This is an optimization exercise on Yosys and OpenROAD, whose aim is small area, a short achievable clock period and few clock cycles per item, not a production implementation. Where RTL was checked, it was by simulation tests only, not by an equivalence proof against the original. The RTL of runs 1 to 5 and 9 was laid out without a check of its function. The clock input has no modelled driver; a real chip could not lean on it and would need a root buffer or a full tree. No activity file was given, so power comes from the tool's default toggle rates.

==> flow/design.v <==
module apb_fifo (
    input  wire        clk,
    input  wire        rst,
    input  wire        psel,
    input  wire [3:0]  paddr,
    input  wire [31:0] pwdata,
    input  wire        penable,
    input  wire        pwrite,
    output wire [31:0] prdata,
    output wire        pready
);
reg [31:0] mem [0:15];    
reg [15:0] vld;           
reg [3:0]  cnt;           
reg [15:0] wsel;          
reg        rdy;           
reg [31:0] rdq;           
wire setup = psel & ~penable;
wire full  = (cnt == 4'd15);
wire empty = (cnt == 4'd0);
always @(posedge clk or negedge rst) begin
    if (!rst) begin
        cnt <= 4'd0;
        vld <= 16'b0;
    end else begin
        if (rdy & penable)
            cnt <= pwrite ? cnt + 4'd1 : cnt - 4'd1;
        if (penable)
            vld <= vld | wsel;
    end
end
wire [15:0] rsel = vld & (16'b1 << paddr);
reg  [31:0] rword;
integer i;
always @(*) begin
    rword = 32'b0;
    for (i = 0; i < 16; i = i + 1)
        rword = rword | ({32{rsel[i]}} & mem[i]);
end
always @(posedge clk) begin
    rdy  <= setup & (pwrite ? ~full : ~empty);
    wsel <= (setup & pwrite & ~full) ? (16'b1 << paddr) : 16'b0;
    for (i = 0; i < 16; i = i + 1)
        if (wsel[i] & penable)
            mem[i] <= pwdata;
    rdq <= rword;
end
assign prdata = rdq;
assign pready = rdy;
endmodule
==> flow/run.sh <==
#!/bin/bash
# synth_recipe.tcl (not shown) runs the flow's synth.tcl, then flattens the netlist and writes it again
# the make line also repeats each setting of config.mk as NAME=value (left out here)
make -C /OpenROAD-flow-scripts/flow DESIGN_CONFIG=/design/flow/config.mk WORK_HOME=/design/flow/orfs CLKGATE_MAP_FILE= SYNTH_SCRIPT=/design/flow/synth_recipe.tcl finish
==> flow/config.mk <==
export PLATFORM = sky130hd
export DESIGN_NAME = apb_fifo
export DESIGN_NICKNAME = apb_fifo
export VERILOG_FILES = /design/flow/design.v
export SDC_FILE = /design/flow/constraint.sdc
export NUM_CORES = 4
export LEC_CHECK = 0
export CAP_MARGIN = 20
export CORE_MARGIN = 2
export CORE_UTILIZATION = 40
export CTS_BUF_LIST = sky130_fd_sc_hd__clkbuf_8
export CTS_CLUSTER_SIZE = 20
export SETUP_SLACK_MARGIN = 3.0
export SLEW_MARGIN = 20
export TNS_END_PERCENT = 5
==> flow/constraint.sdc <==
create_clock -name core_clock -period 5.0 [get_ports {clk}]
set_input_delay 1.0000 -clock core_clock [delete_from_list [all_inputs] [get_ports {clk}]]
set_output_delay 1.0000 -clock core_clock [all_outputs]
set_load 0.01 [all_outputs]
==> summary.txt, run 1 <==
outcome - complete, no violations
Tcrit/Tclk final - 43.45%
Slew Limit Fails - 0
Die H - 238.1 um
Max H-tree Level - 3
reg-to-reg startpoint - vld[4]
critical path arrival - 1.17 ns
Most used DFF post-synth - edfxtp_1
antenna violations before repair - 3
# Max-Cap Violations - 0
CP startpoint kind - flop
worst reg2reg path endpoint - rdq[29]
Core ar. - 0.05403 mm2
fmax - 460.3 MHz
Yosys cell types - 48
worst vdd ir - 0.0002141 V
CP top delay family - flip-flops
worst-path cell chain - buf_2
depth of the most critical reg-to-reg path - 5
critical path type - reg -> out
HP Class - in -> async
clock tree buffer depth - 3
Final Wtd Congestion - 0.7793
CP Max Fanout - 1
sequential-to-total area share from yosys stat - 76.90%
post-synthesis average cell area - 14.38 um2
Post-DP HPWL - 33,660 um
Worst path slowest cell - dfxtp_2
clk_skew - 0.04583 ns
Final nets - 1,683
syn_nets - 1,568
total CTS buffers - 95
critical path depth in cells - 1
Routed Antenna Nets - 0
largest net degree at the start of global routing - 34
area of the die - 0.05668 mm2
Synth Register Bits - 581
Synth-to-Final Area Change - 17.09%
DR iter-0 viols - 1,569
CTS tree - built
root buffer cell - clkbuf_8
grt ovf - 0
final core utilization - 47.50%
Vias - 13,700
Hold Fails Final Rpt - 0
Crit. End Element - output port
IO Count - 74
vias per cell - 5.674
Buffers & Inverters on Critical Path - 1
flop2flop setup slack - 3.00 ns
vias in the first global route - 13,770
Setup crit end - prdata[15]
Critical Path Max Stage Delay - 0.36 ns
Slew headroom - 37.04%
mapped cell area - 0.02192 mm2
FP Rows - 85
layout cells sized above 1 - 19.98%
first-pass iteration count of the detailed router - 5
final WL - 63,810 um
Worst-path clk slew - 0.06 ns
crit path time final - 2.173 ns
crit path launch - rdq[15]
Setup-failing EPs final - 0
Pwr Density - 395.6 mW/mm2
GRT Util Overall - 22.70%
cts hold-fix bufs - 0
Port Buffer Count - 73
Async SR Flop Fraction - 3.442%
Initial Utilization - 40.57%
clock sink count - 581
Post-Syn Instances - 1,524
clock latency on the worst-skew pair - 0.68 ns
Post-synth EDFFs - 512
first-pass GRT wire length - 92,390 um
RSZ-0062 raised after global routing - true
DR DRC count - 0
P_leak - 8.588 nW
Syn. warnings - 2
die width - 238.1 um
Hold Slack - 0.3118 ns
total negative slack - 0 ns
drt wl/cell - 26.42 um
Worst EP required - 4.00 ns
Worst-Margin Slew - 0.9419 ns
[through the flow]
stage | total power, mW | instances | setup WS (ns) | cell area [um2]
final | 10.15 | 2415 | 2.827 | 25660
after global routing | 10.47 | 2414 | 2.792 | 25660
after CTS | 10.20 | 2413 | 2.786 | 25670
after detailed placement | 6.172 | 2225 | 1.003 | 23600
after global placement | 6.157 | 2225 | 1.099 | 23600
after floorplan | 5.826 | 1524 | 2.802 | 22270
[cell usage after synthesis (2+ instances only)]
library cell,instances,area (um2)
nand4b_1,2,17.52
a2111oi_0,58,508.0
o21ai_0,4,20.02
and2_1,18,112.6
nor3_1,7,35.03
a211oi_1,37,277.8
nand2_1,290,1089
and3_1,76,475.5
buf_4,4,30.03
dfxtp_1,49,980.9
o22ai_2,2,25.02
edfxtp_1,512,15370
ha_1,2,25.02
nand3b_1,2,15.01
buf_2,31,155.2
nor2b_1,4,25.02
dfrtp_1,20,500.5
nand2b_1,2,12.51
a221oi_1,32,280.3
o22ai_1,68,425.4
nand4b_2,2,30.03
clkbuf_2,3,15.01
nor2_1,160,600.6
or2_2,16,100.1
nand4bb_1,4,45.04
clkbuf_1,56,210.2
a21oi_1,2,10.01
or4b_1,2,20.02
xnor2_1,2,17.52
buf_6,8,90.09
nand4_1,32,200.2
[metal layers]
metal	vias up	part of all wire, %	track usage, %
met5	-	0.025	0
met4	2	3.6	9.186
met3	140	7.2	4.466
met2	606	48	37.13
met1	6938	41	29.87
li1	6016	-	-
[kinds of logic after synthesis]
family          synth area share, %
compound gates                7.221
xor+xnor                    0.07993
fa+ha+maj                    0.2055
buf+inv                       2.369
flops                         76.90
mux                         0.09704
simple gates                  13.12
[worst min path at each step]
stage,startpoint,end,slack (ns),cells past startpoint
2_1_floorplan,vld[9],vld[9],0.43,1
3_3_place_gp,vld[9],vld[9],0.45,1
3_5_place_dp,vld[9],vld[9],0.45,1
4_1_cts,mem[12][1],rdq[1],0.46,2
5_1_grt,rst,cnt[3],0.32,1
6_report,rst,cnt[0],0.31,1
[power breakdown]
part	total (mW)	leakage, nW	switching, mW	internal [mW]
Combinational	0.606	2.23	0.406	0.199
Clock	4.07	1.09	1.86	2.21
Sequential	5.47	5.27	0.119	5.35
[cell type report]
class	instances	area (um2)
timing repair buffer	117	972.2
multi-input combinational	843	5007
sequential	581	16890
tap	696	870.8
inverter	1	7.507
antenna	2	5.005
clock inverter	58	296.5
fill	4637	28360
clock buffer	117	1610
[sequential cells by signal (all words and copies together) (netlist names)]
name  flops
wsel     16
vld      16
rdy       1
rdq      32
mem     512
cnt       4
[repair_timing]
| item | CTS | global route |
|---|---|---|
| gates resized for setup | 233 | 2 |
| setup endpoints to repair | 592 | 462 |
| pin swaps | 8 | 0 |
| cloned | 5 | 0 |
| buffers inserted | 8 | 0 |
[layout by cell type (no fill, tap or decap), types with 12 or more instances in the layout]
cell type	synthesis	layout
nand2_1	290	290
a211oi_1	37	25
nor2_1	160	160
a211oi_2	0	12
inv_1	1	31
or2_2	16	16
nand4_1	32	32
clkinv_1	0	13
a2111oi_1	0	18
and3_1	76	71
clkdlybuf4s50_1	0	33
dfrtp_1	20	18
dfxtp_1	49	27
a2111oi_2	0	32
and2_4	0	15
buf_2	31	30
dfxtp_2	0	19
clkbuf_8	0	117
edfxtp_1	512	512
buf_4	4	40
a221oi_1	32	31
o22ai_1	68	68
==> inputs of run 2 (changes only) <==
--- a/flow/design.v
+++ b/flow/design.v
@@ -15,6 +15,7 @@
 reg [15:0] wsel;          
 reg        rdy;           
 reg [31:0] rdq;           
+reg        rvld;          
 wire setup = psel & ~penable;
 wire full  = (cnt == 4'd15);
 wire empty = (cnt == 4'd0);
@@ -29,13 +30,13 @@
             vld <= vld | wsel;
     end
 end
-wire [15:0] rsel = vld & (16'b1 << paddr);
-reg  [31:0] rword;
+reg [31:0] rq [0:3];
+reg [31:0] rword;
 integer i;
 always @(*) begin
-    rword = 32'b0;
-    for (i = 0; i < 16; i = i + 1)
-        rword = rword | ({32{rsel[i]}} & mem[i]);
+    for (i = 0; i < 4; i = i + 1)
+        rq[i] = mem[4*i + paddr[1:0]];
+    rword = rq[paddr[3:2]];
 end
 always @(posedge clk) begin
     rdy  <= setup & (pwrite ? ~full : ~empty);
@@ -43,8 +44,9 @@
     for (i = 0; i < 16; i = i + 1)
         if (wsel[i] & penable)
             mem[i] <= pwdata;
-    rdq <= rword;
+    rdq  <= rword;
+    rvld <= vld[paddr];
 end
-assign prdata = rdq;
+assign prdata = rdq & {32{rvld}};
 assign pready = rdy;
 endmodule
==> flow/flow/run.sh (new file) <==
#!/bin/bash
set -euo pipefail
here=$(pwd)
export CTS_ARGS="-sink_clustering_enable -repair_clock_nets -dont_use_dummy_load -sink_clustering_size 20 -sink_clustering_max_diameter 60"
export POST_CTS_TCL="$here/flow/post_cts.tcl"
bash standard.sh > "$here/standard.log" 2>&1
==> flow/flow/post_cts.tcl (new file) <==
proc drop_clock_root {} {
  set block [ord::get_db_block]
  set clknet [$block findNet clk]
  set roots {}
  foreach it [$clknet getITerms] { lappend roots [$it getInst] }
  if {[llength $roots] != 1} { puts "drop_clock_root: [llength $roots] roots, left alone"; return }
  set root [lindex $roots 0]
  set rnet [[$root findITerm X] getNet]
  set sinks {}
  foreach it [$rnet getITerms] { if {[$it isInputSignal]} { lappend sinks $it } }
  if {[llength $sinks] > 4} { puts "drop_clock_root: root drives [llength $sinks] pins, left alone"; return }
  foreach it $sinks { $it disconnect; $it connect $clknet }
  odb::dbInst_destroy $root
  odb::dbNet_destroy $rnet
  puts "drop_clock_root: clk now drives [llength [$clknet getITerms]] pins"
}

drop_clock_root
estimate_parasitics -placement
repair_timing_helper
detailed_placement
check_placement -verbose
report_clock_latency -clock [all_clocks]
report_worst_slack -max
==> flow/standard.sh (new file) <==
#!/bin/bash
# synth_recipe.tcl (not shown) runs the flow's synth.tcl, then flattens the netlist and writes it again
# the make line also repeats each setting of config.mk as NAME=value (left out here)
make -C /OpenROAD-flow-scripts/flow DESIGN_CONFIG=/design/flow/config.mk WORK_HOME=/design/flow/orfs CLKGATE_MAP_FILE= SYNTH_SCRIPT=/design/flow/synth_recipe.tcl "${@:-finish}"
--- a/flow/config.mk
+++ b/flow/config.mk
@@ -8,8 +8,6 @@
 export CAP_MARGIN = 20
 export CORE_MARGIN = 2
 export CORE_UTILIZATION = 40
-export CTS_BUF_LIST = sky130_fd_sc_hd__clkbuf_8
-export CTS_CLUSTER_SIZE = 20
 export SETUP_SLACK_MARGIN = 3.0
 export SLEW_MARGIN = 20
 export TNS_END_PERCENT = 5
removed: flow/run.sh
==> run 2 against run 1 <==
Wire length decreased by 27%. Synthesized cell count decreased by 35%. Clock skew decreased by 0.0059 ns. Via count decreased by 27%. Clock power decreased by 29%. Non-clock buffer count increased by 12. Cell area decreased by 2.3%. Critical path type unchanged. Largest cell class unchanged. Largest power group unchanged.
==> summary.txt, run 2 <==
DR DRC count - 0
combinational share of power - 7.8%
Post-DP HPWL - 22,320 um
Register Area - 0.01688 mm2
Routed Antenna Nets - 0
Setup crit end - prdata[12]
Initial Utilization - 40.66%
Yosys cell types - 34
worst-path cell chain - buf_6 -> buf_16 -> and2_4 -> buf_6
DP Area - 0.02298 mm2
critical path depth in cells - 4
Slew Limit Fails - 0
# fillers - 4,341
DR iter-0 viols - 887
Final nets - 1,149
Multi-input gate area - 0.004546 mm2
depth of the most critical reg-to-reg path - 5
met3 wire length - 2839 um
# Max-Cap Violations - 0
most common cell after layout, fill and taps aside - edfxtp_1
Pwr Density - 359.6 mW/mm2
Syn. warnings - 3
Final Wtd Congestion - 0.6691
clock sink count - 582
Yosys top cell by area - edfxtp_1
first-pass iteration count of the detailed router - 7
Net Sw Frac - 20.46%
Post-synth EDFFs - 512
Placed Cells - 1,705
synth cell count leaders - 512 x edfxtp_1, 132 x mux4_2, 66 x a22oi_1
first-pass GRT wire length - 68,990 um
worst vdd ir - 0.0002607 V
Synth-to-Final Area Change - 16.89%
Hold Slack - 0.4670 ns
post-synthesis average cell area - 21.82 um2
area of the die - 0.05550 mm2
fmax - 436.0 MHz
final WL - 46,770 um
die width - 235.6 um
Vias - 9,938
Crit. End Element - output port
drt wl/cell - 26.11 um
FP Rows - 84
HP Class - reg -> reg
most frequent cells in the layout - 512 x edfxtp_1, 132 x mux4_2, 52 x a22oi_1, 49 x dfxtp_1, 43 x clkbuf_16
mapped cell area - 0.02145 mm2
clk_skew - 0.03994 ns
sequential share of power - 59.9%
Port Buffer Count - 73
Async SR Flop Fraction - 3.436%
syn_nets - 1,027
clock latency on the worst-skew pair - 0.38 ns
max FFs per register - 512
Clock power frac - 32.2%
Critical Path Max Stage Delay - 0.37 ns
Net Switching - 1.844 mW
antenna violations before repair - 1
GRT Util Overall - 17.03%
reg-to-reg startpoint - cnt[1]
top cell type's share of synthesized area - 71.67%
critical path type - reg -> out
Setup-failing EPs final - 0
top-count cell post-synth - edfxtp_1
Worst-path clk slew - 0.08 ns
crit-path most repeated cell - buf_6
Largest regs - mem (512), rdq (32)
Int Pwr - 7.173 mW
CP Max Fanout - 8
total negative slack - 0 ns
crit path launch - rvld
largest net degree at the start of global routing - 40
met1 WL - 20,410 um
most flop-heavy register - mem
sequential-to-total area share from yosys stat - 78.67%
Tcrit/Tclk final - 45.87%
Slew headroom - 51.96%
vias in the first global route - 10,250
Hold Fails Final Rpt - 0
critical path arrival - 1.29 ns
Worst path slowest cell - dfxtp_4
vias per cell - 5.549
CP startpoint kind - flop
Die H - 235.6 um
Worst EP required - 4.00 ns
final instance area - 0.02507 mm2
crit path time final - 2.293 ns
worst reg2reg path endpoint - cnt[3]
CP top delay family - buffers and inverters
flop2flop setup slack - 3.43 ns
Worst-Margin Slew - 0.7206 ns
layout cells sized above 1 - 31.55%
RSZ-0062 raised after global routing - true
Most used DFF post-synth - edfxtp_1
DR WL met2 - 22,830 um
IO Count - 74
grt ovf - 0
top post-synthesis cells by area - edfxtp_1 72%, mux4_2 14%, dfxtp_1 4.7%
outcome - complete, no violations
Buffers & Inverters on Critical Path - 3
Antenna Cells - 0
Post-Syn Instances - 983
Cell Count, Final, Fillers Out - 1,791
uppermost routed layer - met5
Core ar. - 0.05276 mm2
P_leak - 8.147 nW
Synth Register Bits - 582
==> run 2: cell count changes after synthesis, sizes merged, moves of 58 or more <==
cell     change
a2111oi     -58
mux4       +132
o22ai       -69
and3        -77
a22oi       +66
nor2       -146
nand2      -251
==> run 2: kinds of logic after synthesis <==
group,synth area share (%)
AOI/OAI and AO/OA,2.555
xor gates and xnor gates,0.08167
adders and majority gates,0.2100
buffers and inverters,1.207
DFF,78.67
muxes,13.96
and+or+nand+nor,3.319
==> run 2: worst min-delay path by stage <==
stage,from,endpoint,slack (ns),depth (start not counted)
3_5_place_dp,vld[15],vld[15],0.45,1
3_3_place_gp,vld[2],vld[2],0.45,1
5_1_grt,vld[12],vld[12],0.48,1
2_1_floorplan,vld[10],vld[10],0.43,1
6_report,vld[12],vld[12],0.47,1
==> run 2: per-stage QoR <==
stage	utilization [%]	setup slack, ns	total power [mW]
after global routing	47.52	2.672	9.293
after detailed placement	43.55	1.624	6.064
after floorplan	-	2.806	5.829
final	47.52	2.707	9.017
after global placement	43.55	1.655	6.053
==> run 2: cell type report <==
type / instances / share of cell area (%)
repair buffers: 129 / 6.996
clock buffers: 41 / 4.092
flip-flops and latches: 582 / 67.32
multi-input cells: 350 / 18.13
well taps: 688 / 3.433
inverters: 1 / 0.02994
==> run 2: power groups by stage <==
stage | sequential (mW) | clock [mW] | combinational (mW)
floorplan | 5.49 | 0 | 0.338
global placement | 5.53 | 0 | 0.528
detailed placement | 5.53 | 0 | 0.537
global route | 5.41 | 3.12 | 0.766
finish | 5.40 | 2.91 | 0.707
==> run 2: per-layer routing <==
| layer | vias to the layer above | global-route usage (%) |
|---|---|---|
| li1 | 4256 | - |
| met1 | 5343 | 24.21 |
| met2 | 284 | 27.92 |
| met3 | 53 | 3.131 |
| met4 | 2 | 3.069 |
| met5 | - | 0 |
==> run 2: worst reg2reg max path, stage by stage, from the launching register on <==
cell	delay, ns
dfrtp_1	0.44
ha_4	0.26
a21o_1	0.17
a2111o_1	0.40
o31ai_1	0.07
o21ai_1	0.10
==> inputs of run 3 (changes only) <==
--- a/flow/design.v
+++ b/flow/design.v
@@ -15,7 +15,6 @@
 reg [15:0] wsel;          
 reg        rdy;           
 reg [31:0] rdq;           
-reg        rvld;          
 wire setup = psel & ~penable;
 wire full  = (cnt == 4'd15);
 wire empty = (cnt == 4'd0);
@@ -31,12 +30,15 @@
     end
 end
 reg [31:0] rq [0:3];
+reg [3:0]  rv;
 reg [31:0] rword;
 integer i;
 always @(*) begin
-    for (i = 0; i < 4; i = i + 1)
+    for (i = 0; i < 4; i = i + 1) begin
         rq[i] = mem[4*i + paddr[1:0]];
-    rword = rq[paddr[3:2]];
+        rv[i] = vld[4*i + paddr[1:0]];
+    end
+    rword = rq[paddr[3:2]] & {32{rv[paddr[3:2]]}};
 end
 always @(posedge clk) begin
     rdy  <= setup & (pwrite ? ~full : ~empty);
@@ -44,9 +46,8 @@
     for (i = 0; i < 16; i = i + 1)
         if (wsel[i] & penable)
             mem[i] <= pwdata;
-    rdq  <= rword;
-    rvld <= vld[paddr];
+    rdq <= rword;
 end
-assign prdata = rdq & {32{rvld}};
+assign prdata = rdq;
 assign pready = rdy;
 endmodule
==> run 3 against run 2 <==
Hold slack worse by 0.0063 ns. Synthesized cell count down 3.5%. Wire length up 10%. Combinational power down 8.1%. Area after synthesis down 0.56%. Sequential power about the same. Largest power group unchanged.
==> summary.txt, run 3 <==
Cell Count, Final, Fillers Out - 1,752
CP Max Fanout - 8
mapped cell area - 0.02133 mm2
Core ar. - 0.05266 mm2
sequential-to-total area share from yosys stat - 79.02%
GRT Util Overall - 18.71%
reg-to-reg startpoint - vld[7]
most frequent cells in the layout - 512 x edfxtp_1, 131 x mux4_2, 56 x a22oi_1, 41 x clkbuf_16, 33 x clkdlybuf4s50_1
top cell type's share of synthesized area - 72.07%
Slew headroom - 34.86%
clk_skew - 0.07823 ns
max FFs per register - 512
final worst slack - 2.773 ns
drt wl/cell - 29.49 um
Final nets - 1,110
Port Buffer Count - 73
Vias - 9,943
Routed Antenna Nets - 0
worst-path cell chain - clkbuf_16 -> mux4_2 -> a22o_1 -> nor2_4 -> buf_6 -> buf_16 -> a21oi_1
CP startpoint kind - primary input
Syn. warnings - 3
depth of the most critical reg-to-reg path - 6
Buffers & Inverters on Critical Path - 3
grt ovf - 0
hold depth - 1
Worst-Margin Slew - 0.9741 ns
vias per cell - 5.675
first-pass iteration count of the detailed router - 5
synth cell count leaders - 512 x edfxtp_1, 131 x mux4_2, 63 x a22oi_1
crit path time final - 2.227 ns
most flop-heavy register - mem
Crit. End Element - flop
final WL - 51,660 um
critical path type - in -> reg
Hold Fails Final Rpt - 0
area of the die - 0.05519 mm2
Worst Hold End - vld[10]
Tcrit/Tclk final - 44.54%
first-pass GRT wire length - 74,410 um
Post-DP HPWL - 24,840 um
Register Area - 0.01689 mm2
antenna violations before repair - 3
total negative slack - 0 ns
worst reg2reg path endpoint - rdq[10]
Initial Utilization - 40.51%
worst vdd ir - 0.0002032 V
post-synthesis average cell area - 22.48 um2
FP Rows - 84
top-count cell post-synth - edfxtp_1
clock sink count - 581
Worst-path clk slew - 0.07 ns
P_leak - 7.821 nW
largest net degree at the start of global routing - 41
Post-Syn Instances - 949
die width - 234.9 um
# fillers - 4,329
vias in the first global route - 10,460
Critical Path Max Stage Delay - 0.50 ns
Slew Limit Fails - 0
top post-synthesis cells by area - edfxtp_1 72%, mux4_2 14%, dfxtp_1 4.6%
Post-synth EDFFs - 512
Synth-to-Final Area Change - 14.48%
DR iter-0 viols - 1,097
Yosys cell types - 36
Yosys top cell by area - edfxtp_1
syn_nets - 993
Placed Cells - 1,681
critical path arrival - 2.48 ns
RSZ-0062 raised after global routing - true
Largest regs - mem (512), rdq (32)
Hold Slack - 0.4607 ns
Place WS - 1.595 ns
Setup-failing EPs final - 0
CP top delay family - multiplexers
layout cells sized above 1 - 32.99%
HP Class - reg -> reg
Synth Register Bits - 581
Pwr Density - 363.0 mW/mm2
Most used DFF post-synth - edfxtp_1
flop2flop setup slack - 3.20 ns
Worst path slowest cell - mux4_2
Final Wtd Congestion - 0.6940
Worst EP required - 5.26 ns
worst hold start - vld[10]
most common cell after layout, fill and taps aside - edfxtp_1
clock latency on the worst-skew pair - 0.40 ns
# Max-Cap Violations - 0
Die H - 234.9 um
IO Count - 74
Antenna Cells - 0
outcome - complete, no violations
Async SR Flop Fraction - 3.442%
Multi-input gate area - 0.004389 mm2
DR DRC count - 0
fmax - 449.0 MHz
## run 3: changes by cell type after synthesis, moves of 2 or more
cell	previous run	this run
nor2_1	14	16
and2_1	49	16
buf_6	5	8
mux2i_1	1	3
a22o_1	0	2
buf_2	18	15
a21oi_1	1	34
a22oi_1	66	63
buf_4	0	13
clkbuf_1	26	14
nand2_1	39	3
## run 3: area by class of cell
cell class / instances / area share (%)
clock buffers: 39 / 3.997
inverters: 1 / 0.01537
multi-input cells: 324 / 17.97
flip-flops and latches: 581 / 69.18
well taps: 688 / 3.525
repair buffers: 119 / 5.308
## run 3: power by group
group,leakage (nW),switching [mW],internal (mW),total (mW)
sequential,5.27,0.0504,5.35,5.40
clock,0.481,1.44,1.38,2.82
combinational,2.07,0.349,0.301,0.650
total,7.82,1.84,7.03,8.87
## run 3: kinds of logic (layout without fill, tap and decap cells)
kind of cell / Yosys count / count (layout) / synth area share [%]
mux: 135 / 135 / 14.02
simple gates: 70 / 79 / 1.848
flops: 581 / 581 / 79.02
buf+inv: 53 / 159 / 1.531
compound gates: 104 / 104 / 3.244
xor+xnor: 3 / 3 / 0.1232
fa+ha+maj: 3 / 3 / 0.2111
## run 3: layer usage
metal,GRT usage [%],vias up,part of all wire (%)
met5,0,-,0.054
met4,4.967,4,2.7
met3,3.454,77,6.1
met2,31.13,341,50
met1,25.48,5351,41
li1,-,4170,-
## run 3: how the worst max path moves through the flow
| stage | startpoint | to | slack, ns | depth (start not counted) |
|---|---|---|---|---|
| 2_1_floorplan | paddr[0] | rdq[30] | 2.69 | 6 |
| 3_3_place_gp | paddr[0] | rdq[15] | 1.59 | 6 |
| 3_5_place_dp | paddr[0] | rdq[4] | 1.60 | 6 |
| 5_1_grt | paddr[0] | rdq[29] | 2.73 | 7 |
| 6_report | paddr[0] | rdq[10] | 2.77 | 7 |
## run 3: stage by stage
stage | instance area, um2 | util [%] | total power, mW
2_1_floorplan | 21440 | - | 5.813
3_3_place_gp | 22850 | 43.39 | 6.041
3_5_place_dp | 22850 | 43.39 | 6.050
5_1_grt | 24420 | 46.38 | 9.139
6_report | 24420 | 46.38 | 8.865
## run 3: worst register-to-register path, cell delays in order, from the launching register on
cell,delay (ns)
dfrtp_1,0.38
mux4_2,0.47
a22o_1,0.26
nor2_4,0.18
buf_6,0.16
buf_16,0.17
a21oi_1,0.06
==> inputs of run 4 (changes only) <==
--- a/flow/design.v
+++ b/flow/design.v
@@ -29,16 +29,13 @@
             vld <= vld | wsel;
     end
 end
-reg [31:0] rq [0:3];
-reg [3:0]  rv;
-reg [31:0] rword;
+wire [15:0] rsel = vld & (16'b1 << paddr);
+reg  [31:0] rword;
 integer i;
 always @(*) begin
-    for (i = 0; i < 4; i = i + 1) begin
-        rq[i] = mem[4*i + paddr[1:0]];
-        rv[i] = vld[4*i + paddr[1:0]];
-    end
-    rword = rq[paddr[3:2]] & {32{rv[paddr[3:2]]}};
+    rword = 32'b0;
+    for (i = 0; i < 16; i = i + 1)
+        rword = rword | ({32{rsel[i]}} & mem[i]);
 end
 always @(posedge clk) begin
     rdy  <= setup & (pwrite ? ~full : ~empty);
==> run 4 against run 3 <==
Hold slack improved by 0.010 ns. Highest routed layer unchanged. Maximum frequency grew 7.7%. Largest cell class unchanged. Die area grew 2.7%. Core utilization is 2.5 points higher. Sequential share of layout area fell by 5.2 points. Non-clock buffer count is 52 higher.
==> summary.txt, run 4 <==
DP Area - 0.02360 mm2
IO Count - 74
Yosys top cell by area - edfxtp_1
Pwr Density - 343.2 mW/mm2
Syn. warnings - 2
critical path type - in -> reg
top post-synthesis cells by area - edfxtp_1 70%, nand2_1 5.0%, dfxtp_1 4.5%
CP top delay family - buffers and inverters
Placed Cells - 2,225
Die H - 238.1 um
Clock power frac - 32.1%
Largest regs - mem (512), rdq (32)
drt wl/cell - 29.52 um
FP Rows - 85
Buffers & Inverters on Critical Path - 4
DR iter-0 viols - 1,785
Worst EP required - 5.32 ns
most frequent cells in the layout - 512 x edfxtp_1, 290 x nand2_1, 148 x nor2_1, 66 x and3_1, 63 x o22ai_1
clk_skew - 0.04451 ns
first-pass GRT wire length - 91,400 um
area of the die - 0.05668 mm2
Worst-path clk slew - 0.08 ns
die width - 238.1 um
final instance area - 0.02642 mm2
GRT Util Overall - 22.42%
RSZ-0062 raised after global routing - true
Most used DFF post-synth - edfxtp_1
Net Sw Frac - 22.67%
Initial Utilization - 40.57%
worst-path cell chain - buf_16 -> buf_8 -> nor4bb_4 -> buf_4 -> buf_6 -> and3_1 -> a2111oi_4 -> nand4b_1
crit path time final - 2.067 ns
max FFs per register - 512
Post-Syn Instances - 1,524
uppermost routed layer - met5
Final Wtd Congestion - 0.7793
grt ovf - 0
clock latency on the worst-skew pair - 0.38 ns
critical path arrival - 2.39 ns
clock sink count - 581
vias per cell - 5.949
Post-synth EDFFs - 512
Slew Limit Fails - 0
post-synthesis average cell area - 14.38 um2
Synth Register Bits - 581
flop2flop setup slack - 3.03 ns
Worst-Margin Slew - 0.9176 ns
Final nets - 1,690
P_leak - 8.653 nW
# Max-Cap Violations - 0
Hold Slack - 0.4711 ns
outcome - complete, no violations
Slew headroom - 38.83%
Post-DP HPWL - 33,660 um
antenna violations before repair - 3
CP Max Fanout - 10
total negative slack - 0 ns
worst vdd ir - 0.0002384 V
Routed Antenna Nets - 0
Port Buffer Count - 73
met3 wire length - 6042 um
# fillers - 4,483
top cell type's share of synthesized area - 70.14%
largest net degree at the start of global routing - 34
Hold Fails Final Rpt - 0
Critical Path Max Stage Delay - 0.29 ns
Vias - 13,930
top-count cell post-synth - edfxtp_1
Async SR Flop Fraction - 3.442%
Crit. End Element - flop
most common cell after layout, fill and taps aside - edfxtp_1
layout cells sized above 1 - 24.03%
DR WL met2 - 32,840 um
Int Pwr - 7.012 mW
Yosys cell types - 48
Synth-to-Final Area Change - 20.55%
syn_nets - 1,568
combinational share of power - 7.6%
most flop-heavy register - mem
first-pass iteration count of the detailed router - 5
HP Class - reg -> reg
synth cell count leaders - 512 x edfxtp_1, 290 x nand2_1, 160 x nor2_1
total power - 9.068 mW
final WL - 69,110 um
vias in the first global route - 13,270
met1 WL - 27,350 um
sequential-to-total area share from yosys stat - 76.90%
fmax - 483.8 MHz
DR DRC count - 0
Worst path slowest cell - nor4bb_4
Net Switching - 2.056 mW
Setup-failing EPs final - 0
Core ar. - 0.05403 mm2
Cell Count, Final, Fillers Out - 2,341
mapped cell area - 0.02192 mm2
Tcrit/Tclk final - 41.34%
sequential share of power - 60.3%
CP startpoint kind - primary input
-- run 4: cells by family after synthesis --
logic type | after synthesis | share of synthesized area, %
XOR/XNOR | 2 | 0.07993
buffers and inverters | 104 | 2.369
AO/OA/AOI/OAI | 207 | 7.221
adder cells (fa/ha/maj) | 3 | 0.2055
AND/OR/NAND/NOR | 625 | 13.12
flip-flops | 581 | 76.90
multiplexers | 2 | 0.09704
-- run 4: final timing paths --
kind | endpoint | startpoint | depth (start not counted)
setup reg to reg | rdq[25] | vld[4] | 5
setup / recovery | rdq[15] | paddr[0] | 8
hold reg to reg | rdq[16] | mem[12][16] | 2
min in group asynchronous | cnt[3] | rst | 1
hold / removal | rdq[16] | mem[12][16] | 2
max in group asynchronous | vld[7] | rst | 1
-- run 4: layer usage --
metal / up-vias / global-route usage [%]
li1: 5976 / -
met1: 7081 / 29.77
met2: 698 / 37.39
met3: 168 / 4.188
met4: 4 / 7.273
met5: - / 0
-- run 4: area by class of cell --
class | count | area (um2) | area share [%]
flip-flops and latches | 581 | 16900 | 63.95
multi-input cells | 851 | 5801 | 21.95
repair buffers | 171 | 1842 | 6.970
clock buffers | 40 | 1001 | 3.788
well taps | 696 | 870.8 | 3.296
inverters | 1 | 7.507 | 0.02841
diodes | 1 | 2.502 | 0.009471
-- run 4: power by group through the flow --
stage | sequential (mW) | clock (mW) | combinational [mW]
after floorplan | 5.50 | 0 | 0.326
after global routing | 5.47 | 3.09 | 0.740
after global placement | 5.56 | 0 | 0.593
final | 5.47 | 2.91 | 0.693
after detailed placement | 5.57 | 0 | 0.606
-- run 4: worst register-to-register path, delay by kind of cell (launching register included) --
kind            cells  cell delay, ns
simple gates        3            0.42
flops               1            0.95
compound gates      1            0.09
buf+inv             1            0.46
-- run 4: stage by stage --
stage | util, % | worst slack, ns
2_1_floorplan | - | 2.802
3_3_place_gp | 43.68 | 1.099
3_5_place_dp | 43.68 | 1.003
5_1_grt | 48.90 | 2.920
6_report | 48.91 | 2.933
==> inputs of run 5 (changes only) <==
--- a/flow/design.v
+++ b/flow/design.v
@@ -15,6 +15,7 @@
 reg [15:0] wsel;          
 reg        rdy;           
 reg [31:0] rdq;           
+reg        rvld;          
 wire setup = psel & ~penable;
 wire full  = (cnt == 4'd15);
 wire empty = (cnt == 4'd0);
@@ -29,7 +30,7 @@
             vld <= vld | wsel;
     end
 end
-wire [15:0] rsel = vld & (16'b1 << paddr);
+wire [15:0] rsel = 16'b1 << paddr;
 reg  [31:0] rword;
 integer i;
 always @(*) begin
@@ -43,8 +44,9 @@
     for (i = 0; i < 16; i = i + 1)
         if (wsel[i] & penable)
             mem[i] <= pwdata;
-    rdq <= rword;
+    rdq  <= rword;
+    rvld <= vld[paddr];
 end
-assign prdata = rdq;
+assign prdata = rdq & {32{rvld}};
 assign pready = rdy;
 endmodule
==> run 5 against run 4 <==
Largest cell class unchanged. Count of clock-buffer cells in the layout fell by 3. Combinational power rose by 38%. Sequential share of layout area down 0.76 points. Still clean. Global-route usage rose by 1.7 points.
==> summary.txt, run 5 <==
first-pass GRT wire length - 97,370 um
Worst-path clk slew - 0.07 ns
Post-synth EDFFs - 512
Post-DP HPWL - 37,320 um
clock latency on the worst-skew pair - 0.37 ns
crit path time final - 2.317 ns
Place WS - 1.537 ns
top-count cell post-synth - edfxtp_1
Hold Slack - 0.4610 ns
most common cell after layout, fill and taps aside - edfxtp_1
Post-Syn Instances - 1,281
max FFs per register - 512
syn_nets - 1,325
top cell type's share of synthesized area - 69.46%
Synth Area in Compound Gates - 9.886%
Most used DFF post-synth - edfxtp_1
Tcrit/Tclk final - 46.35%
Core ar. - 0.05488 mm2
reg-to-reg startpoint - mem[0][21]
Setup-failing EPs final - 0
most flop-heavy register - mem
main combinational cell family by area after synthesis - compound AO/OA/AOI/OAI gates
clk_skew - 0.02764 ns
DR iter-0 viols - 1,742
Yosys cell types - 68
outcome - complete, no violations
HP Class - reg -> reg
drt wl/cell - 31.70 um
vias per cell - 6.167
RSZ-0062 raised after global routing - true
vias in the first global route - 13,190
CP startpoint kind - primary input
sequential-to-total area share from yosys stat - 76.24%
top post-synthesis cells by area - edfxtp_1 69%, dfxtp_1 4.5%, a22oi_1 2.8%
post-synthesis average cell area - 17.28 um2
xor/xnor cell area share of the yosys netlist - 0.1187%
GRT Util Overall - 24.09%
IO Count - 74
final WL - 68,610 um
most frequent cells in the layout - 512 x edfxtp_1, 86 x buf_4, 74 x a22oi_1, 49 x dfxtp_1, 45 x and2_4
Port Buffer Count - 73
largest net degree at the start of global routing - 34
Crit. End Element - flop
worst hold start - vld[7]
mapped cell area - 0.02214 mm2
total negative slack - 0 ns
final instance area - 0.02671 mm2
Async SR Flop Fraction - 3.436%
Die H - 239.2 um
DR DRC count - 0
die width - 239.2 um
multiplexer share of the synthesized area - 4.855%
Initial Utilization - 40.34%
synth cell count leaders - 512 x edfxtp_1, 84 x a22oi_1, 52 x and2_1
Final nets - 1,506
P_leak - 8.993 nW
FP Rows - 86
Routed Antenna Nets - 0
# Max-Cap Violations - 0
crit path launch - paddr[2]
simple-gate share of the synthesized area - 6.568%
critical path type - in -> reg
grt ovf - 0
Synth-to-Final Area Change - 20.66%
DP Area - 0.02373 mm2
first-pass iteration count of the detailed router - 5
Slew headroom - 38.74%
Vias - 13,350
worst vdd ir - 0.0002126 V
Worst-Margin Slew - 0.9161 ns
Largest regs - mem (512), rdq (32)
critical path arrival - 2.55 ns
final worst slack - 2.683 ns
CP Max Fanout - 9
Pwr Density - 342.2 mW/mm2
Synth Register Bits - 582
adder and majority gate portion of the synthesized area - 0.2035%
clock sink count - 582
Worst EP required - 5.23 ns
fmax - 431.5 MHz
Slew Limit Fails - 0
antenna violations before repair - 0
Syn. warnings - 2
Yosys top cell by area - edfxtp_1
layout cells sized above 1 - 27.74%
Hold Fails Final Rpt - 0
Antenna Cells - 0
Final Wtd Congestion - 0.7996
area of the die - 0.05724 mm2
run 5: cell types whose count changed in the layout (fill, tap and decap cells not counted), moves of 29 or more:
cell,before,now
a2111oi_2,36,0
a22oi_1,0,74
and2_4,16,45
and3_1,66,4
buf_4,57,86
buf_6,9,43
mux2_2,1,38
nand2_1,290,32
nor2_1,148,18
o22ai_1,63,23
run 5: path summary, 6_finish.rpt:
kind	endpoint	slack [ns]	depth (start not counted)
min reg2reg	vld[7]	0.46	1
max reg2reg	rdq[21]	3.36	4
min in group asynchronous	vld[8]	1.14	1
max	rdq[4]	2.68	6
min	vld[7]	0.46	1
max in group asynchronous	vld[1]	3.27	1
run 5: area by class of cell:
| class | instances | area [um2] |
|---|---|---|
| repair buffers | 222 | 2740 |
| clock buffers | 37 | 925.9 |
| inverters | 5 | 26.28 |
| multi-input cells | 614 | 5258 |
| flip-flops and latches | 582 | 16880 |
| fillers | 4548 | 28170 |
| well taps | 704 | 880.8 |
run 5: cells by family (layout without fill, tap and decap cells):
logic type,Yosys count,after routing
fa+ha+maj,3,3
xor+xnor,3,3
buf+inv,86,264
simple gates,242,243
flops,582,582
mux,84,84
compound gates,281,281
run 5: layer usage:
metal / share of wire (%) / track usage [%]
met4: 3.2 / 7.386
met3: 9.0 / 3.976
met1: 41 / 34.07
met2: 47 / 38.37
met5: 0 / 0
run 5: stage by stage:
step / power [mW] / util [%] / std cells
finish: 9.141 / 48.67 / 2164
detailed placement: 6.202 / 43.24 / 2027
floorplan: 5.869 / - / 1281
global placement: 6.194 / 43.23 / 2026
global route: 9.374 / 48.67 / 2164
run 5: report_power, final:
group	leakage, nW	internal (mW)	switching (mW)
Sequential	5.28	5.36	0.0584
Clock	0.456	1.32	1.45
Combinational	3.26	0.461	0.493
run 5: critical path, cell delays in order:
cell and delay (ns):
buf_16 0.12, buf_12 0.12, buf_12 0.13, nor3_4 0.58, a221oi_1 0.17, o2111ai_1 0.41
==> inputs of run 6 (changes only) <==
==> flow/design.v (replaced) <==
module apb_fifo (
    input  wire        clk,
    input  wire        rst,
    input  wire        psel,
    input  wire [3:0]  paddr,
    input  wire [31:0] pwdata,
    input  wire        penable,
    input  wire        pwrite,
    output wire [31:0] prdata,
    output wire        pready
);
reg [31:0] mem [0:15];    
reg [15:0] vld;           
reg [15:0] wsel;          
reg [3:0]  cnt;           
reg        rdy;           
reg [31:0] rdq;           
wire setup = psel & ~penable;
wire full  = (cnt == 4'd15);
wire empty = (cnt == 4'd0);
always @(posedge clk or negedge rst) begin
    if (!rst) begin
        rdy  <= 1'b0;
        wsel <= 16'b0;
        cnt  <= 4'd0;
        vld  <= 16'b0;
    end else begin
        rdy  <= setup & (pwrite ? ~full : ~empty);
        wsel <= (setup & pwrite & ~full) ? (16'b1 << paddr) : 16'b0;
        if (rdy & penable)
            cnt <= pwrite ? cnt + 4'd1 : cnt - 4'd1;
        if (penable)
            vld <= vld | wsel;
    end
end
wire [15:0] rsel = vld & (16'b1 << paddr);
reg  [31:0] rword;
integer i;
always @(*) begin
    rword = 32'b0;
    for (i = 0; i < 16; i = i + 1)
        rword = rword | ({32{rsel[i]}} & mem[i]);
end
always @(posedge clk) begin
    for (i = 0; i < 16; i = i + 1)
        if (wsel[i] & penable)
            mem[i] <= pwdata;
    rdq <= rword;
end
assign prdata = rdq;
assign pready = rdy;
endmodule
==> run 6 against run 5 <==
Non-clock buffer count down 62. Clock power down 4%. Critical endpoint is now rdq[0]. First-iteration DRC count down 14%. Largest power group unchanged. Die area down 7.8%. Synthesized cell count down 16%. Total power down 6.8%. Still clean. Sequential power about the same. Cell count down 12%. Combinational power down 57%. Area after synthesis down 8.0%.
==> summary.txt, run 6 <==
Initial Utilization - 40.61%
Core ar. - 0.05017 mm2
Tcrit/Tclk final - 43.01%
Die H - 229.7 um
Port Buffer Count - 73
critical path arrival - 2.37 ns
layout cells sized above 1 - 21.92%
RSZ-0062 raised after global routing - true
Post-synth EDFFs - 512
vias in the first global route - 11,320
xor/xnor cell area share of the yosys netlist - 0.1719%
grt ovf - 0
DR WL met2 - 28,430 um
simple-gate share of the synthesized area - 4.796%
largest net degree at the start of global routing - 38
Post-Syn Instances - 1,073
GRT Util Overall - 23.14%
vias per cell - 6.073
final worst slack - 2.849 ns
Post-DP HPWL - 23,750 um
mapped cell area - 0.02037 mm2
crit path time final - 2.151 ns
first-pass iteration count of the detailed router - 5
Worst-path clk slew - 0.08 ns
multiplexer share of the synthesized area - 0.05527%
met3 wire length - 5679 um
Most used DFF post-synth - edfxtp_1
fmax - 465.0 MHz
P_leak - 7.833 nW
total negative slack - 0 ns
Slew headroom - 53.69%
sequential-to-total area share from yosys stat - 83.15%
most frequent cells in the layout - 512 x edfxtp_1, 150 x a22oi_1, 52 x buf_4, 46 x a22o_1
# Max-Cap Violations - 0
drt wl/cell - 32.40 um
top-count cell post-synth - edfxtp_1
clock latency on the worst-skew pair - 0.37 ns
most flop-heavy register - mem
Routed Antenna Nets - 0
top cell type's share of synthesized area - 75.46%
IO Count - 74
outcome - complete, no violations
Yosys top cell by area - edfxtp_1
max FFs per register - 512
Multi-input gate area - 0.003835 mm2
Syn. warnings - 2
DR iter-0 viols - 1,504
Final nets - 1,278
Synth Register Bits - 581
Synth-to-Final Area Change - 19.17%
Largest regs - mem (512), rdq (32)
die width - 229.7 um
Final Wtd Congestion - 0.7325
antenna violations before repair - 3
Synth Area in Compound Gates - 10.07%
syn_nets - 1,117
worst vdd ir - 0.0001991 V
HP Class - reg -> reg
Slew Limit Fails - 0
adder and majority gate portion of the synthesized area - 0.2211%
post-synthesis average cell area - 18.99 um2
Hold Fails Final Rpt - 0
Vias - 11,570
top post-synthesis cells by area - edfxtp_1 75%, a22oi_1 6.3%, dfrtp_1 4.5%
Async SR Flop Fraction - 6.368%
clock sink count - 581
area of the die - 0.05276 mm2
DR DRC count - 0
Crit. End Element - flop
met1 WL - 24,370 um
clk_skew - 0.02901 ns
final WL - 61,720 um
Worst EP required - 5.22 ns
critical path type - in -> reg
main combinational cell family by area after synthesis - compound AO/OA/AOI/OAI gates
Register Area - 0.01695 mm2
CP startpoint kind - primary input
# fillers - 4,117
FP Rows - 82
Setup-failing EPs final - 0
first-pass GRT wire length - 85,880 um
Yosys cell types - 37
uppermost routed layer - met5
Pwr Density - 350.8 mW/mm2
synth cell count leaders - 512 x edfxtp_1, 172 x a22oi_1, 46 x a22o_1
Worst-Margin Slew - 0.6947 ns
CP Max Fanout - 12
Place WS - 1.390 ns
most common cell after layout, fill and taps aside - edfxtp_1
==> run 6: cell type report <==
type                            count  area share (%)
Clock buffer                       35           3.607
Sequential cell                   581           69.81
Inverter                            1         0.01546
Multi-Input combinational cell    455           15.79
Tap cell                          672           3.463
Timing Repair Buffer              160           7.302
Antenna cell                        1         0.01031
==> run 6: cell families (layout without fill, tap and decap cells) <==
group / after synthesis / in the layout
other: 0 / 1
XOR/XNOR: 4 / 4
AO/OA/AOI/OAI: 260 / 260
buffers and inverters: 68 / 196
adder cells (fa/ha/maj): 3 / 3
AND/OR/NAND/NOR: 156 / 187
multiplexers: 1 / 1
flip-flops: 581 / 581
==> run 6: final timing paths <==
check / cells after the start / start / slack, ns / end
max reg2reg: 5 / vld[12] / 3.24 / rdq[24]
min: 2 / mem[2][27] / 0.48 / rdq[27]
min in group asynchronous: 2 / rst / 1.06 / vld[12]
max: 6 / paddr[2] / 2.85 / rdq[0]
min reg2reg: 2 / mem[2][27] / 0.48 / rdq[27]
max in group asynchronous: 2 / rst / 3.59 / vld[5]
==> run 6: per-layer routing <==
layer / track usage [%] / vias up
li1: - / 4774
met1: 31.22 / 5967
met2: 36.59 / 660
met3: 4.526 / 162
met4: 10.38 / 6
met5: 0 / -
==> run 6: critical path, cell delays in order <==
cell      delay [ns]
buf_12          0.13
nor2b_4         0.18
and3_2          0.39
a22o_1          0.28
a221oi_1        0.23
nand4_1         0.16
==> run 6: metrics by stage <==
step / power (mW) / util [%] / hold WS (ns) / area [um2] / instances
detailed placement: 5.838 / 43.39 / 0.4435 / 21770 / 1762
global route: 8.723 / 48.39 / 0.5030 / 24280 / 1904
global placement: 5.830 / 43.39 / 0.4442 / 21770 / 1762
finish: 8.517 / 48.39 / 0.4796 / 24280 / 1905
floorplan: 5.637 / - / 0.4302 / 20400 / 1073
==> run 6: power by group <==
part	switching, mW	total (mW)	leakage [nW]	internal (mW)
clock network	1.42	2.67	0.431	1.25
logic	0.228	0.408	2.04	0.179
registers	0.0942	5.44	5.36	5.34
Testbench counts of run 6, summed over its fixed seeds: cycles 6,400, transfers 3,200.
==> inputs of run 7 (changes only) <==
--- a/flow/config.mk
+++ b/flow/config.mk
@@ -9,5 +9,5 @@
 export CORE_MARGIN = 2
 export CORE_UTILIZATION = 40
 export SETUP_SLACK_MARGIN = 3.0
-export SLEW_MARGIN = 20
+export SLEW_MARGIN = 70
 export TNS_END_PERCENT = 5
==> run 7 against run 6 <==
Still clean on timing, DRC and antenna. Synthesized cell count unchanged. Total power is 1.4% lower. Flip-flop and latch count stayed put. Cell area rose by 1.5%. Core utilization increased by 0.75 points. Critical path depth rose by 2. Cell count is 0.42% lower. Sequential share of layout area fell by 1.1 points. Register-to-register slack gained 0.04 ns.
==> summary.txt, run 7 <==
total negative slack - 0 ns
Worst-Margin Slew - 0.3886 ns
Most used DFF post-synth - edfxtp_1
fmax - 452.9 MHz
sequential-to-total area share from yosys stat - 83.15%
total power - 8.395 mW
hold depth - 2
Core ar. - 0.05017 mm2
Syn. warnings - 2
final WL - 49,820 um
drt wl/cell - 26.26 um
GRT Util Overall - 18.80%
most frequent cells in the layout - 512 x edfxtp_1, 151 x a22oi_1, 45 x a22o_1, 40 x buf_16, 39 x buf_4
Port Buffer Count - 73
clock sink count - 581
synth cell count leaders - 512 x edfxtp_1, 172 x a22oi_1, 46 x a22o_1
Async SR Flop Fraction - 6.368%
area of the die - 0.05276 mm2
final worst slack - 2.792 ns
vias in the first global route - 11,120
max FFs per register - 512
Synth-to-Final Area Change - 21.01%
mapped cell area - 0.02037 mm2
Post-Syn Instances - 1,073
IO Count - 74
DR WL met2 - 25,050 um
top-count cell post-synth - edfxtp_1
met3 wire length - 3157 um
die width - 229.7 um
Initial Utilization - 40.61%
Worst-path clk slew - 0.08 ns
# Max-Cap Violations - 0
clock latency on the worst-skew pair - 0.37 ns
depth of the most critical reg-to-reg path - 6
Yosys cell types - 37
outcome - complete, no violations
antenna violations before repair - 2
top cell type's share of synthesized area - 75.46%
Worst EP required - 5.24 ns
critical path arrival - 2.45 ns
DR DRC count - 0
Tcrit/Tclk final - 44.16%
Slew headroom - 74.10%
P_leak - 8.034 nW
most common cell after layout, fill and taps aside - edfxtp_1
Final nets - 1,270
RSZ-0062 raised after global routing - true
grt ovf - 0
Vias - 10,810
syn_nets - 1,117
final instance area - 0.02465 mm2
Hold Fails Final Rpt - 0
post-synthesis average cell area - 18.99 um2
vias per cell - 5.696
first-pass iteration count of the detailed router - 5
DR iter-0 viols - 1,246
Final Wtd Congestion - 0.7325
Post-synth EDFFs - 512
CP Max Fanout - 5
crit path time final - 2.208 ns
uppermost routed layer - met5
largest net degree at the start of global routing - 38
Setup-failing EPs final - 0
Die H - 229.7 um
worst vdd ir - 0.0001738 V
Crit. End Element - flop
most flop-heavy register - mem
critical path type - in -> reg
Place WS - 1.563 ns
Post-DP HPWL - 31,420 um
Slew Limit Fails - 0
top post-synthesis cells by area - edfxtp_1 75%, a22oi_1 6.3%, dfrtp_1 4.5%
FP Rows - 82
HP Class - reg -> reg
Synth Register Bits - 581
met1 WL - 20,430 um
flop2flop setup slack - 3.28 ns
DP Area - 0.02297 mm2
CP startpoint kind - primary input
Largest regs - mem (512), rdq (32)
Yosys top cell by area - edfxtp_1
final core utilization - 49.14%
layout cells sized above 1 - 23.28%
Pwr Density - 340.5 mW/mm2
clk_skew - 0.04053 ns
first-pass GRT wire length - 73,100 um
Routed Antenna Nets - 0
run 7: cell types whose count changed in the layout (fill, tap and decap cells not counted), moves of 13 or more:
| cell | delta |
|---|---|
| buf_2 | +34 |
| buf_4 | -13 |
| and3_4 | -21 |
| buf_16 | +40 |
| buf_12 | -13 |
| clkdlybuf4s50_1 | -32 |
run 7: final cells by class:
class	instances	area, um2
Timing Repair Buffer	183	2512
Multi-Input combinational cell	424	3470
Tap cell	672	840.8
Sequential cell	581	16950
Clock buffer	35	875.8
Inverter	1	3.754
Antenna cell	1	2.502
Fill cell	4030	25520
run 7: final timing paths:
| kind | start | endpoint |
|---|---|---|
| min in group asynchronous | rst | wsel[10] |
| max in group asynchronous | rst | vld[2] |
| hold reg to reg | mem[15][5] | rdq[5] |
| hold / removal | mem[15][5] | rdq[5] |
| setup reg to reg | vld[3] | rdq[29] |
| setup / recovery | paddr[0] | rdq[10] |
run 7: metrics by stage:
| step | instances | hold WS, ns |
|---|---|---|
| global route | 1897 | 0.4961 |
| finish | 1897 | 0.4762 |
| global placement | 1762 | 0.4442 |
| floorplan | 1073 | 0.4302 |
| detailed placement | 1812 | 0.4589 |
run 7: critical path: stages:
cell     delay (ns)
buf_8          0.10
and2_4         0.17
buf_6          0.12
and3_4         0.18
buf_16         0.16
a22oi_2        0.13
nand2_1        0.06
or4_1          0.52
run 7: cell families (layout without fill, tap and decap cells):
group,after synthesis,count (layout),synth area share [%]
flip-flops,581,581,83.15
AO/OA/AOI/OAI,260,260,10.07
AND/OR/NAND/NOR,156,156,4.796
buffers and inverters,68,219,1.541
XOR/XNOR,4,4,0.1720
adder cells (fa/ha/maj),3,3,0.2211
multiplexers,1,1,0.05527
other,0,1,0
run 7: metal layers:
layer	track usage, %	vias up
li1	-	4702
met1	24.75	5651
met2	32.18	371
met3	3.385	79
met4	5.161	2
met5	0	-
run 7: power breakdown:
part / internal [mW] / total (mW) / switching (mW)
combinational: 0.167 / 0.364 / 0.197
sequential: 5.34 / 5.39 / 0.0502
clock: 1.25 / 2.64 / 1.39
==> inputs of run 8 (changes only) <==
--- a/flow/config.mk
+++ b/flow/config.mk
@@ -8,6 +8,5 @@
 export CAP_MARGIN = 20
 export CORE_MARGIN = 2
 export CORE_UTILIZATION = 40
-export SETUP_SLACK_MARGIN = 3.0
-export SLEW_MARGIN = 70
-export TNS_END_PERCENT = 5
+export SETUP_SLACK_MARGIN = 3.2
+export SLEW_MARGIN = 20
==> run 8 against run 7 <==
Worst setup slack improved by 0.055 ns. Count of clock-buffer cells in the layout is 3 higher. Non-clock buffer count increased by 48.
==> summary.txt, run 8 <==
outcome - complete, no violations
Tcrit/Tclk final - 43.06%
CP top delay family - simple AND/OR/NAND/NOR gates
largest net degree at the start of global routing - 38
FP Rows - 82
antenna violations before repair - 2
crit-path most repeated cell - buf_12
most common cell after layout, fill and taps aside - edfxtp_1
post-synthesis average cell area - 18.99 um2
first-pass iteration count of the detailed router - 5
Multi-input gate area - 0.004337 mm2
most flop-heavy register - mem
clk_skew - 0.05035 ns
Largest regs - mem (512), rdq (32)
critical path type - in -> reg
flop2flop setup slack - 3.25 ns
vias per cell - 6.172
Most used DFF post-synth - edfxtp_1
Critical Path Max Stage Delay - 0.47 ns
total negative slack - 0 ns
sequential-to-total area share from yosys stat - 83.15%
P_leak - 8.621 nW
Syn. warnings - 2
Worst-path clk slew - 0.09 ns
Crit. End Element - flop
die width - 229.7 um
Yosys cell types - 37
Setup-failing EPs final - 0
Buffers & Inverters on Critical Path - 3
DR DRC count - 0
HP Class - reg -> reg
Yosys top cell by area - edfxtp_1
Synth-to-Final Area Change - 28.78%
top cell type's share of synthesized area - 75.46%
critical path arrival - 2.42 ns
final WL - 65,470 um
# fillers - 3,811
Worst path slowest cell - or4_1
first-pass GRT wire length - 90,860 um
syn_nets - 1,117
area of the die - 0.05276 mm2
Post-DP HPWL - 23,480 um
RSZ-0062 raised after global routing - true
layout cells sized above 1 - 34.68%
clock latency on the worst-skew pair - 0.38 ns
Final nets - 1,361
Synth Register Bits - 581
Hold Slack - 0.4784 ns
Pwr Density - 332.7 mW/mm2
mapped cell area - 0.02037 mm2
Core ar. - 0.05017 mm2
worst vdd ir - 0.0002337 V
top post-synthesis cells by area - edfxtp_1 75%, a22oi_1 6.3%, dfrtp_1 4.5%
total power - 8.729 mW
Slew headroom - 58.29%
Cell Count, Final, Fillers Out - 1,987
grt ovf - 0
Antenna Cells - 0
CP Max Fanout - 8
Initial Utilization - 40.61%
Slew Limit Fails - 0
max FFs per register - 512
# Max-Cap Violations - 0
worst-path cell chain - buf_12 -> nor2b_4 -> buf_12 -> and3_4 -> buf_12 -> a22oi_2 -> nand2_1 -> or4_1
clock sink count - 581
top-count cell post-synth - edfxtp_1
DR iter-0 viols - 1,685
Vias - 12,260
most frequent cells in the layout - 512 x edfxtp_1, 129 x a22oi_1, 88 x buf_12, 58 x buf_4, 45 x a22o_1
Final Wtd Congestion - 0.7242
drt wl/cell - 32.95 um
Placed Cells - 1,756
Worst EP required - 5.27 ns
GRT Util Overall - 24.60%
crit path time final - 2.153 ns
IO Count - 74
Worst-Margin Slew - 0.6237 ns
Hold Fails Final Rpt - 0
fmax - 464.5 MHz
Die H - 229.7 um
Register Area - 0.01698 mm2
Post-synth EDFFs - 512
synth cell count leaders - 512 x edfxtp_1, 172 x a22oi_1, 46 x a22o_1
Post-Syn Instances - 1,073
Port Buffer Count - 73
Routed Antenna Nets - 0
CP startpoint kind - primary input
Async SR Flop Fraction - 6.368%
vias in the first global route - 11,890
## run 8: changes by cell type in the layout (fill, tap and decap cells not counted), sizes merged
cell and delta:
buf +53, clkdlybuf4s50 +31, and3 +20, clkdlybuf4s15 -18, and2 +17, dlygate4sd2 -16
nor2b +2, bufbuf -1, clkbuf +1, diode -1, dlymetal6s2s +1, nor2 +1
## run 8: worst paths after layout
| kind | to | depth (start not counted) | from |
|---|---|---|---|
| min in group asynchronous | vld[13] | 2 | rst |
| max in group asynchronous | wsel[3] | 2 | rst |
| max reg2reg | rdq[10] | 4 | vld[9] |
| min | rdq[28] | 2 | mem[2][28] |
| max | rdq[29] | 8 | paddr[1] |
| min reg2reg | rdq[28] | 2 | mem[2][28] |
## run 8: layer usage
layer  part of all wire (%)  GRT usage [%]
met2                     46          38.72
met1                     37          32.91
met3                     11          5.878
met5                  0.040              0
met4                    5.2          10.36
## run 8: worst min-delay path, stage by stage (launching register included)
cell and delay, ns:
edfxtp_1 0.34, a221oi_2 0.06, nand4_1 0.05
## run 8: metrics by stage
stage,setup slack (ns),area [um2],util [%]
after floorplan,2.672,20820,-
after global placement,1.418,22010,43.86
after detailed placement,1.362,22010,43.86
after global routing,2.808,26240,52.30
final,2.847,26240,52.30
## run 8: cell type report
type | count | area share (%)
multi-input combinational | 464 | 16.53
clock buffer | 38 | 3.624
tap | 672 | 3.204
timing repair buffer | 231 | 11.86
inverter | 1 | 0.06199
sequential | 581 | 64.72
## run 8: logic make-up (layout without fill, tap and decap cells)
family | count (synthesis) | in the layout | share of synthesized area (%)
and+or+nand+nor | 156 | 196 | 4.796
AOI/OAI and AO/OA | 260 | 260 | 10.07
adders and majority gates | 3 | 3 | 0.2211
muxes | 1 | 1 | 0.05527
xor gates and xnor gates | 4 | 4 | 0.1720
DFF | 581 | 581 | 83.15
buffers and inverters | 68 | 270 | 1.541
## run 8: report_power, final
| part | switching [mW] | internal (mW) | leakage, nW | total (mW) |
|---|---|---|---|---|
| clock | 1.47 | 1.35 | 0.468 | 2.83 |
| sequential | 0.0941 | 5.35 | 5.37 | 5.44 |
| combinational | 0.243 | 0.219 | 2.78 | 0.461 |
==> inputs of run 9 (changes only) <==
--- a/flow/design.v
+++ b/flow/design.v
@@ -11,8 +11,8 @@
 );
 reg [31:0] mem [0:15];    
 reg [15:0] vld;           
+reg [3:0]  cnt;           
 reg [15:0] wsel;          
-reg [3:0]  cnt;           
 reg        rdy;           
 reg [31:0] rdq;           
 wire setup = psel & ~penable;
@@ -20,13 +20,9 @@
 wire empty = (cnt == 4'd0);
 always @(posedge clk or negedge rst) begin
     if (!rst) begin
-        rdy  <= 1'b0;
-        wsel <= 16'b0;
-        cnt  <= 4'd0;
-        vld  <= 16'b0;
+        cnt <= 4'd0;
+        vld <= 16'b0;
     end else begin
-        rdy  <= setup & (pwrite ? ~full : ~empty);
-        wsel <= (setup & pwrite & ~full) ? (16'b1 << paddr) : 16'b0;
         if (rdy & penable)
             cnt <= pwrite ? cnt + 4'd1 : cnt - 4'd1;
         if (penable)
@@ -42,6 +38,8 @@
         rword = rword | ({32{rsel[i]}} & mem[i]);
 end
 always @(posedge clk) begin
+    rdy  <= setup & (pwrite ? ~full : ~empty);
+    wsel <= (setup & pwrite & ~full) ? (16'b1 << paddr) : 16'b0;
     for (i = 0; i < 16; i = i + 1)
         if (wsel[i] & penable)
             mem[i] <= pwdata;
==> flow/flow/run.sh (replaced) <==
#!/bin/bash
set -euo pipefail
here=$(pwd)
export CTS_ARGS="-sink_clustering_enable -repair_clock_nets -dont_use_dummy_load -sink_clustering_size 30 -sink_clustering_max_diameter 100"
export POST_CTS_TCL="$here/flow/post_cts.tcl"
bash standard.sh > "$here/standard.log" 2>&1
--- a/flow/config.mk
+++ b/flow/config.mk
@@ -8,5 +8,6 @@
 export CAP_MARGIN = 20
 export CORE_MARGIN = 2
 export CORE_UTILIZATION = 40
-export SETUP_SLACK_MARGIN = 3.2
+export SETUP_SLACK_MARGIN = 3.0
 export SLEW_MARGIN = 20
+export TNS_END_PERCENT = 5
==> run 9 against run 8 <==
Still clean. Count of clock-buffer cells in the layout shrank 16. Maximum frequency fell by 3.2%. Global-route usage decreased by 2.8 points. Cell count increased by 15%. Total power fell by 5.6%. Worst setup slack worse by 0.071 ns. Wire length decreased by 4.8%. Non-clock buffer count shrank 97. Largest cell class unchanged. Highest routed layer unchanged.
==> summary.txt, run 9 <==
HP Class - reg -> reg
crit path time final - 2.224 ns
vias per cell - 5.816
max FFs per register - 512
DR iter-0 viols - 1,396
GRT Util Overall - 21.84%
total negative slack - 0 ns
Post-Syn Instances - 1,524
DR DRC count - 0
critical path arrival - 2.59 ns
# Max-Cap Violations - 0
final instance area - 0.02454 mm2
mapped cell area - 0.02192 mm2
Post-synth EDFFs - 512
Hold Fails Final Rpt - 0
antenna violations before repair - 3
Final nets - 1,628
Worst-Margin Slew - 0.9278 ns
first-pass GRT wire length - 89,990 um
synth cell count leaders - 512 x edfxtp_1, 290 x nand2_1, 160 x nor2_1
first-pass iteration count of the detailed router - 5
drt wl/cell - 27.34 um
clock sink count - 581
Slew Limit Fails - 0
FP Rows - 85
total power - 8.238 mW
Initial Utilization - 40.57%
Crit. End Element - flop
Largest regs - mem (512), rdq (32)
top cell type's share of synthesized area - 70.14%
Worst-path clk slew - 0.11 ns
Synth-to-Final Area Change - 11.97%
Worst EP required - 5.37 ns
Pwr Density - 335.7 mW/mm2
Slew headroom - 38.14%
worst vdd ir - 0.0002439 V
Yosys top cell by area - edfxtp_1
Synth Register Bits - 581
RSZ-0062 raised after global routing - true
Async SR Flop Fraction - 3.442%
final WL - 62,330 um
grt ovf - 0
largest net degree at the start of global routing - 34
outcome - complete, no violations
Die H - 238.1 um
layout cells sized above 1 - 17.26%
CP startpoint kind - primary input
syn_nets - 1,568
top-count cell post-synth - edfxtp_1
Vias - 13,260
most common cell after layout, fill and taps aside - edfxtp_1
fmax - 449.6 MHz
Routed Antenna Nets - 0
area of the die - 0.05668 mm2
Setup-failing EPs final - 0
clock latency on the worst-skew pair - 0.44 ns
IO Count - 74
sequential-to-total area share from yosys stat - 76.90%
CP Max Fanout - 24
vias in the first global route - 13,120
Yosys cell types - 48
Core ar. - 0.05403 mm2
most flop-heavy register - mem
DP Area - 0.02360 mm2
Final Wtd Congestion - 0.7793
flop2flop setup slack - 3.00 ns
Tcrit/Tclk final - 44.48%
Most used DFF post-synth - edfxtp_1
Port Buffer Count - 73
P_leak - 7.874 nW
most frequent cells in the layout - 512 x edfxtp_1, 290 x nand2_1, 160 x nor2_1, 71 x and3_1, 68 x o22ai_1
post-synthesis average cell area - 14.38 um2
clk_skew - 0.02822 ns
Post-DP HPWL - 33,660 um
top post-synthesis cells by area - edfxtp_1 70%, nand2_1 5.0%, dfxtp_1 4.5%
die width - 238.1 um
critical path type - in -> reg
Syn. warnings - 2
run 9: changes by cell type in the layout (fill, tap and decap cells not counted), moves of 25 or more:
cell | before | now
nand2_1 | 11 | 290
nor2_1 | 13 | 160
a22oi_1 | 129 | 0
buf_12 | 88 | 3
and3_1 | 0 | 71
o22ai_1 | 1 | 68
a22o_1 | 45 | 0
a22oi_2 | 43 | 0
a2111oi_2 | 0 | 39
buf_6 | 42 | 10
a221oi_1 | 0 | 27
and3_4 | 33 | 7
and4_1 | 25 | 0
run 9: layout make-up:
cell class | instances | area, um2
Sequential cell | 581 | 16910
Antenna cell | 2 | 5.005
Tap cell | 696 | 870.8
Clock buffer | 22 | 550.5
Fill cell | 4709 | 29480
Timing Repair Buffer | 134 | 1109
Inverter | 1 | 7.507
Multi-Input combinational cell | 844 | 5094
run 9: path summary, 6_finish.rpt:
| path | from | to | depth (start not counted) |
|---|---|---|---|
| hold / removal | mem[5][15] | rdq[15] | 2 |
| hold reg to reg | mem[5][15] | rdq[15] | 2 |
| setup / recovery | paddr[3] | rdq[7] | 5 |
| min in group asynchronous | rst | cnt[1] | 1 |
| setup reg to reg | vld[4] | rdq[29] | 5 |
| max in group asynchronous | rst | vld[5] | 1 |
run 9: critical path: stages:
cell and delay, ns:
buf_4 0.30, nor4b_2 0.81, and3_1 0.30, a2111oi_2 0.06, nand4_1 0.11
run 9: kinds of logic (layout without fill, tap and decap cells):
kind of cell / count (synthesis) / in the layout / synth area share (%)
adder cells (fa/ha/maj): 3 / 3 / 0.2055
flip-flops: 581 / 581 / 76.90
other: 0 / 2 / 0
multiplexers: 2 / 2 / 0.09704
XOR/XNOR: 2 / 2 / 0.07993
AO/OA/AOI/OAI: 207 / 207 / 7.221
buffers and inverters: 104 / 157 / 2.369
AND/OR/NAND/NOR: 625 / 630 / 13.12
run 9: per-layer routing:
metal | track usage, % | vias to the layer above | share of wire, %
li1 | - | 5824 | -
met1 | 29.74 | 6789 | 41
met2 | 37.15 | 543 | 49
met3 | 2.441 | 103 | 6.9
met4 | 6.420 | 2 | 2.9
met5 | 0 | - | 0.026
run 9: through the flow:
| stage | instances | worst slack, ns | utilization [%] | hold WS (ns) |
|---|---|---|---|---|
| 2_1_floorplan | 1524 | 2.802 | - | 0.4302 |
| 3_3_place_gp | 2225 | 1.099 | 43.68 | 0.4530 |
| 3_5_place_dp | 2225 | 1.003 | 43.68 | 0.4548 |
| 5_1_grt | 2280 | 2.745 | 45.43 | 0.4968 |
| 6_report | 2280 | 2.776 | 45.43 | 0.4701 |
run 9: power breakdown:
group / total [mW] / internal (mW) / leakage [nW] / switching (mW)
registers: 5.46 / 5.34 / 5.27 / 0.119
logic: 0.610 / 0.203 / 2.33 / 0.407
clock network: 2.17 / 0.798 / 0.271 / 1.37
total: 8.24 / 6.35 / 7.87 / 1.89

==> static timing again, ports no longer ideal <==
The results above use ideal ports. As a check the final layouts listed here were re-extracted and re-timed, cells and wires unchanged.
Step 1 sets driving cells, clkbuf_16 on the clock port and buf_2 on the other inputs (assumed; they add their load-dependent delay and slew).
Step 2 moves the port delays by t, midway between the first and last clock arrival at a register: inputs arrive t later, outputs are due t later. That takes back most of the time a late clock gives input paths.
Slacks: ideal / step 1 / step 2; pairs: ideal / step 1.
run | shift t [ns] | slack for setup (ns) | worst hold slack (ns) | clock arrival spread, ns | cell pins on the clock port's net
run 1 | 0.714 | 2.827 / 2.773 / 2.238 | 0.312 / 0.277 / 0.461 | 0.049 / 0.049 | 1
run 2 | 0.483 | 2.707 / 2.588 / 2.346 | 0.467 / 0.467 / 0.467 | 0.040 / 0.040 | 4
run 3 | 0.479 | 2.773 / 2.662 / 2.184 | 0.461 / 0.461 / 0.461 | 0.080 / 0.079 | 4
run 4 | 0.489 | 2.933 / 2.892 / 2.403 | 0.471 / 0.471 / 0.471 | 0.058 / 0.057 | 4
run 5 | 0.485 | 2.683 / 2.566 / 2.082 | 0.461 / 0.461 / 0.461 | 0.039 / 0.039 | 4
run 6 | 0.465 | 2.849 / 2.890 / 2.448 | 0.480 / 0.480 / 0.480 | 0.030 / 0.030 | 4
run 7 | 0.451 | 2.792 / 2.856 / 2.406 | 0.476 / 0.476 / 0.476 | 0.041 / 0.041 | 4
run 8 | 0.480 | 2.847 / 2.902 / 2.422 | 0.478 / 0.478 / 0.478 | 0.057 / 0.056 | 4
run 9 | 0.506 | 2.776 / 2.818 / 2.312 | 0.470 / 0.470 / 0.470 | 0.029 / 0.029 | 2
After both steps every run listed still meets setup and hold. For run 5, which loses most, drivers alone change the setup slack by -0.117 ns; drivers and shift together by -0.601 ns.
